Source: an optimization exercise on an open RTL-to-GDS flow (aim: a short achievable clock period and few clock cycles per item). Production flows keep margins and buffers that such runs may drop.
RTL that was checked went through simulation tests only; none was proved equivalent to the original.

## v6
==> module draw_fpv, before the edit <==
module draw_fpv(clock, reset,
                start, done,
                player_pos_x, player_pos_y, player_angle,
                grid_x, grid_y, grid_out,
                vga_x, vga_y, vga_colour, vga_write);
    input clock;
    input reset;
    input start;
    output done;
    input [13:0] player_pos_x;
    input [12:0] player_pos_y;
    input [7:0] player_angle;
    output [5:0] grid_x;
    output [4:0] grid_y;
    input [2:0] grid_out;
    output [7:0] vga_x;
    output [6:0] vga_y;
    output [17:0] vga_colour;
    output vga_write;
    reg [31:0] q;                
    integer i;
    reg [2:0] wp, rp;
    reg [7:0] occ;               
    wire push, pop;
    wire [2:0] push_cell;
    wire push_vert;
    wire room = ~occ[5];
    wire have = occ[0];
    wire [3:0] head = q[{rp, 2'b00} +: 4];
    raytracer rt0 (.clock(clock),
                   .reset(reset),
                   .start(start),
                   .pos_x(player_pos_x),
                   .pos_y(player_pos_y),
                   .angle(player_angle),
                   .grid_x(grid_x),
                   .grid_y(grid_y),
                   .grid_out(grid_out),
                   .room(room),
                   .push(push),
                   .push_cell(push_cell),
                   .push_vert(push_vert));
    draw_vertical_line dvl0 (.clock(clock),
                             .reset(reset),
                             .start(start),
                             .have(have),
                             .wcell(head[3:1]),
                             .vert(head[0]),
                             .pop(pop),
                             .done(done),
                             .vga_x(vga_x),
                             .vga_y(vga_y),
                             .vga_colour(vga_colour),
                             .vga_write(vga_write));
    always @(posedge clock) begin
        for (i = 0; i < 8; i = i + 1)
            if (push && wp == i)
                q[4*i +: 4] <= {push_cell, push_vert};
        if (reset | start) begin
            wp <= 3'd0;
            rp <= 3'd0;
            occ <= 8'd0;
        end
        else begin
            if (push)
                wp <= wp + 3'd1;
            if (pop)
                rp <= rp + 3'd1;
            if (push & ~pop)
                occ <= {occ[6:0], 1'b1};
            else if (pop & ~push)
                occ <= {1'b0, occ[7:1]};
        end
    end
endmodule
export LEC_CHECK = 0
export ABC_CLOCK_PERIOD_IN_PS = 1800
export CAP_MARGIN = 20
export CORE_MARGIN = 2
export CORE_UTILIZATION = 40
export PLACE_DENSITY = 0.6
export SETUP_SLACK_MARGIN = 2.6
export SLEW_MARGIN = 20
export SYNTH_MEMORY_MAX_BITS = 16384
create_clock -name core_clock -period 4.5 [get_ports {clock}]
run.sh (not shown) runs the stock make flow with config.mk's settings and CLKGATE_MAP_FILE= SYNTH_SCRIPT=/design/flow/synth_recipe.tcl, a recipe that flattens the netlist after the stock synthesis.
Testbench counts of v6, summed over its fixed seeds: cycles 923,715, frames 64.
Input changes introduced in v7 (baseline for comparison: v6):
--- a/flow/design.v
+++ b/flow/design.v
@@ -361,8 +361,7 @@
     output [6:0] vga_y;
     output [17:0] vga_colour;
     output vga_write;
-    reg [31:0] q;                
-    integer i;
+    reg [3:0] q [0:7];
     reg [2:0] wp, rp;
     reg [7:0] occ;               
     wire push, pop;
@@ -370,7 +369,7 @@
     wire push_vert;
     wire room = ~occ[5];
     wire have = occ[0];
-    wire [3:0] head = q[{rp, 2'b00} +: 4];
+    wire [3:0] head = q[rp];
     raytracer rt0 (.clock(clock),
                    .reset(reset),
                    .start(start),
@@ -397,9 +396,8 @@
                              .vga_colour(vga_colour),
                              .vga_write(vga_write));
     always @(posedge clock) begin
-        for (i = 0; i < 8; i = i + 1)
-            if (push && wp == i)
-                q[4*i +: 4] <= {push_cell, push_vert};
+        if (push)
+            q[wp] <= {push_cell, push_vert};
         if (reset | start) begin
             wp <= 3'd0;
             rp <= 3'd0;
## What came out
In v7 the layout overhead on the synthesized area turned out 0.79 points higher than in v6.
In terms of met2 capacity usage during global routing, v6 and v7 differ only marginally.
Share of the synthesized area in compound gates (AO/OA/AOI/OAI) in v7 is 0.28 points lower than in v6
In terms of area after detailed placement, v7 and v6 differ only marginally.
Global-route usage in v7 vs v6: down 0.63 points
Changes observed in v7 relative to v6: sequential cell count picked up an extra 3, simple-gate share of the synthesized area picked up an extra 0.58 points.
In v7 relative to v6, number of flip-flops and latches in the synthesized netlist had gone up slightly.
Between v7 and v6, it is v7 whose first-pass GRT wire length is lower, by about 5.5%.
For v7, only the layout was checked, not whether the RTL still works.

========
## run A
draw_fpv, a different RTL version from the one above (not shown whole).
Size in the first run: roughly 210 flip-flops, about 9900 sq um of cells after synthesis.
==> module draw_vertical_line, before the edit <==
module draw_vertical_line(clock, reset,
                          start, have, wcell, vert, pop,
                          done, vga_x, vga_y, vga_colour, vga_write);
    input clock;
    input reset;
    input start;
    input have;                  
    input [2:0] wcell;            
    input vert;                  
    output pop;                  
    output reg done;
    output reg [7:0] vga_x;
    output reg [6:0] vga_y;
    output reg [17:0] vga_colour;
    output reg vga_write;
    reg [6:0] wcol;
    reg [6:0] wy;
    wire col_end = wy == 7'd119;
    assign pop = have & col_end;
    always @(posedge clock) begin
        vga_x <= {1'b0, wcol};
        vga_y <= wy;
        if (vert)
            vga_colour <= { {6{wcell[2]}}, {6{wcell[1]}}, {6{wcell[0]}} };
        else
            vga_colour <= { {2{wcell[2]}}, 4'b0, {2{wcell[1]}}, 4'b0, {2{wcell[0]}}, 4'b0 };
        if (reset | start) begin
            wcol <= 7'd0;
            wy <= 7'd0;
            vga_write <= 1'b0;
            done <= 1'b0;
        end
        else begin
            vga_write <= have;
            done <= pop & (wcol == 7'd119);
            if (have) begin
                if (col_end) begin
                    wy <= 7'd0;
                    wcol <= wcol + 7'd1;
                end
                else
                    wy <= wy + 7'd1;
            end
        end
    end
endmodule
==> module draw_fpv, before the edit <==
module draw_fpv(clock, reset,
                start, done,
                player_pos_x, player_pos_y, player_angle,
                grid_x, grid_y, grid_out,
                vga_x, vga_y, vga_colour, vga_write);
    input clock;
    input reset;
    input start;
    output done;
    input [13:0] player_pos_x;
    input [12:0] player_pos_y;
    input [7:0] player_angle;
    output [5:0] grid_x;
    output [4:0] grid_y;
    input [2:0] grid_out;
    output [7:0] vga_x;
    output [6:0] vga_y;
    output [17:0] vga_colour;
    output vga_write;
    reg [3:0] q [0:7];
    reg [2:0] wp, rp;
    reg [3:0] cnt;
    wire push, pop;
    wire [2:0] push_cell;
    wire push_vert;
    wire room = cnt < 4'd6;
    wire have = cnt != 4'd0;
    wire [3:0] head = q[rp];
    raytracer rt0 (.clock(clock),
                   .reset(reset),
                   .start(start),
                   .pos_x(player_pos_x),
                   .pos_y(player_pos_y),
                   .angle(player_angle),
                   .grid_x(grid_x),
                   .grid_y(grid_y),
                   .grid_out(grid_out),
                   .room(room),
                   .push(push),
                   .push_cell(push_cell),
                   .push_vert(push_vert));
    draw_vertical_line dvl0 (.clock(clock),
                             .reset(reset),
                             .start(start),
                             .have(have),
                             .wcell(head[3:1]),
                             .vert(head[0]),
                             .pop(pop),
                             .done(done),
                             .vga_x(vga_x),
                             .vga_y(vga_y),
                             .vga_colour(vga_colour),
                             .vga_write(vga_write));
    always @(posedge clock) begin
        if (push)
            q[wp] <= {push_cell, push_vert};
        if (reset | start) begin
            wp <= 3'd0;
            rp <= 3'd0;
            cnt <= 4'd0;
        end
        else begin
            if (push)
                wp <= wp + 3'd1;
            if (pop)
                rp <= rp + 3'd1;
            cnt <= cnt + {3'd0, push} - {3'd0, pop};
        end
    end
endmodule
Settings: LEC_CHECK=0, ABC_CLOCK_PERIOD_IN_PS=1800, CAP_MARGIN=20, CORE_MARGIN=2, CORE_UTILIZATION=40, PLACE_DENSITY=0.6, SETUP_SLACK_MARGIN=2.7, SLEW_MARGIN=20, SYNTH_MEMORY_MAX_BITS=16384; clock period 4.5 ns.
Inputs modified between run A and run B:
--- a/flow/design.v
+++ b/flow/design.v
@@ -208,9 +208,9 @@
     input clock;
     input reset;
     input start;
     input have;                  
-    input [2:0] wcell;            
+    input [2:0] wcell;           
     input vert;                  
     output pop;                  
     output reg done;
     output reg [7:0] vga_x;
@@ -218,9 +218,10 @@
     output reg [17:0] vga_colour;
     output reg vga_write;
     reg [6:0] wcol;
     reg [6:0] wy;
-    wire col_end = wy == 7'd119;
+    reg col_end;                 
+    reg last_col;                
     assign pop = have & col_end;
     always @(posedge clock) begin
         vga_x <= {1'b0, wcol};
         vga_y <= wy;
@@ -230,21 +231,27 @@
             vga_colour <= { {2{wcell[2]}}, 4'b0, {2{wcell[1]}}, 4'b0, {2{wcell[0]}}, 4'b0 };
         if (reset | start) begin
             wcol <= 7'd0;
             wy <= 7'd0;
+            col_end <= 1'b0;
+            last_col <= 1'b0;
             vga_write <= 1'b0;
             done <= 1'b0;
         end
         else begin
             vga_write <= have;
-            done <= pop & (wcol == 7'd119);
+            done <= pop & last_col;
             if (have) begin
                 if (col_end) begin
                     wy <= 7'd0;
+                    col_end <= 1'b0;
                     wcol <= wcol + 7'd1;
+                    last_col <= wcol == 7'd118;
                 end
-                else
+                else begin
                     wy <= wy + 7'd1;
+                    col_end <= wy == 7'd118;
+                end
             end
         end
     end
 endmodule
@@ -268,14 +275,14 @@
     output [17:0] vga_colour;
     output vga_write;
     reg [3:0] q [0:7];
     reg [2:0] wp, rp;
-    reg [3:0] cnt;
+    reg [7:0] occ;               
     wire push, pop;
     wire [2:0] push_cell;
     wire push_vert;
-    wire room = cnt < 4'd6;
-    wire have = cnt != 4'd0;
+    wire room = ~occ[5];
+    wire have = occ[0];
     wire [3:0] head = q[rp];
     raytracer rt0 (.clock(clock),
                    .reset(reset),
                    .start(start),
@@ -306,15 +313,18 @@
             q[wp] <= {push_cell, push_vert};
         if (reset | start) begin
             wp <= 3'd0;
             rp <= 3'd0;
-            cnt <= 4'd0;
+            occ <= 8'd0;
         end
         else begin
             if (push)
                 wp <= wp + 3'd1;
             if (pop)
                 rp <= rp + 3'd1;
-            cnt <= cnt + {3'd0, push} - {3'd0, pop};
+            if (push & ~pop)
+                occ <= {occ[6:0], 1'b1};
+            else if (pop & ~push)
+                occ <= {1'b0, occ[7:1]};
         end
     end
 endmodule
Notes after the runs:
In summary, run B completed successfully, with a layout that passed the timing, design-rule and antenna checks.
Flops: run B more than run A
Higher worst slew slack as a fraction of its limit goes to run B over run A.
Going from run A to run B, number of clock buffers in the layout higher; worst setup slack lower; routed wire length lower; global routing usage on met1 lower.
No functional check of the RTL was part of any run of this note.

[port drivers added, routing unchanged]
Ports are ideal in the flow. The routed layouts listed here were re-timed in OpenROAD. Step 1: set_driving_cell puts a clkbuf_16 on clock and a buf_2 on each other input, an assumption about the parent block. Step 2 times the ports against the registers' clock, not the clock port: input delays grow and output delays shrink by t, the midpoint of the rising clock arrivals with the driver on. Slacks: no drivers / after step 1 / after step 2; pairs: no drivers / after step 1.
| run | t (ns) | slack for setup (ns) | hold WS [ns] | clock arrival spread, ns | worst register clock-pin slew, ns |
|---|---|---|---|---|---|
| v6 | 0.472 | 2.610 / 2.576 / 2.240 | 0.328 / 0.328 / 0.328 | 0.013 / 0.014 | 0.08 / 0.08 |
| v7 | 0.468 | 2.624 / 2.578 / 2.288 | 0.330 / 0.330 / 0.330 | 0.016 / 0.016 | 0.08 / 0.08 |
| run A | 0.554 | 1.619 / 1.619 / 1.619 | 0.371 / 0.371 / 0.371 | 0.015 / 0.016 | 0.06 / 0.06 |
| run B | 0.553 | 1.547 / 1.547 / 1.547 | 0.376 / 0.376 / 0.376 | 0.019 / 0.019 | 0.06 / 0.06 |
After both steps every run listed still meets setup and hold. For v6, which loses most, drivers alone change the setup slack by -0.034 ns; drivers and shift together by -0.370 ns.
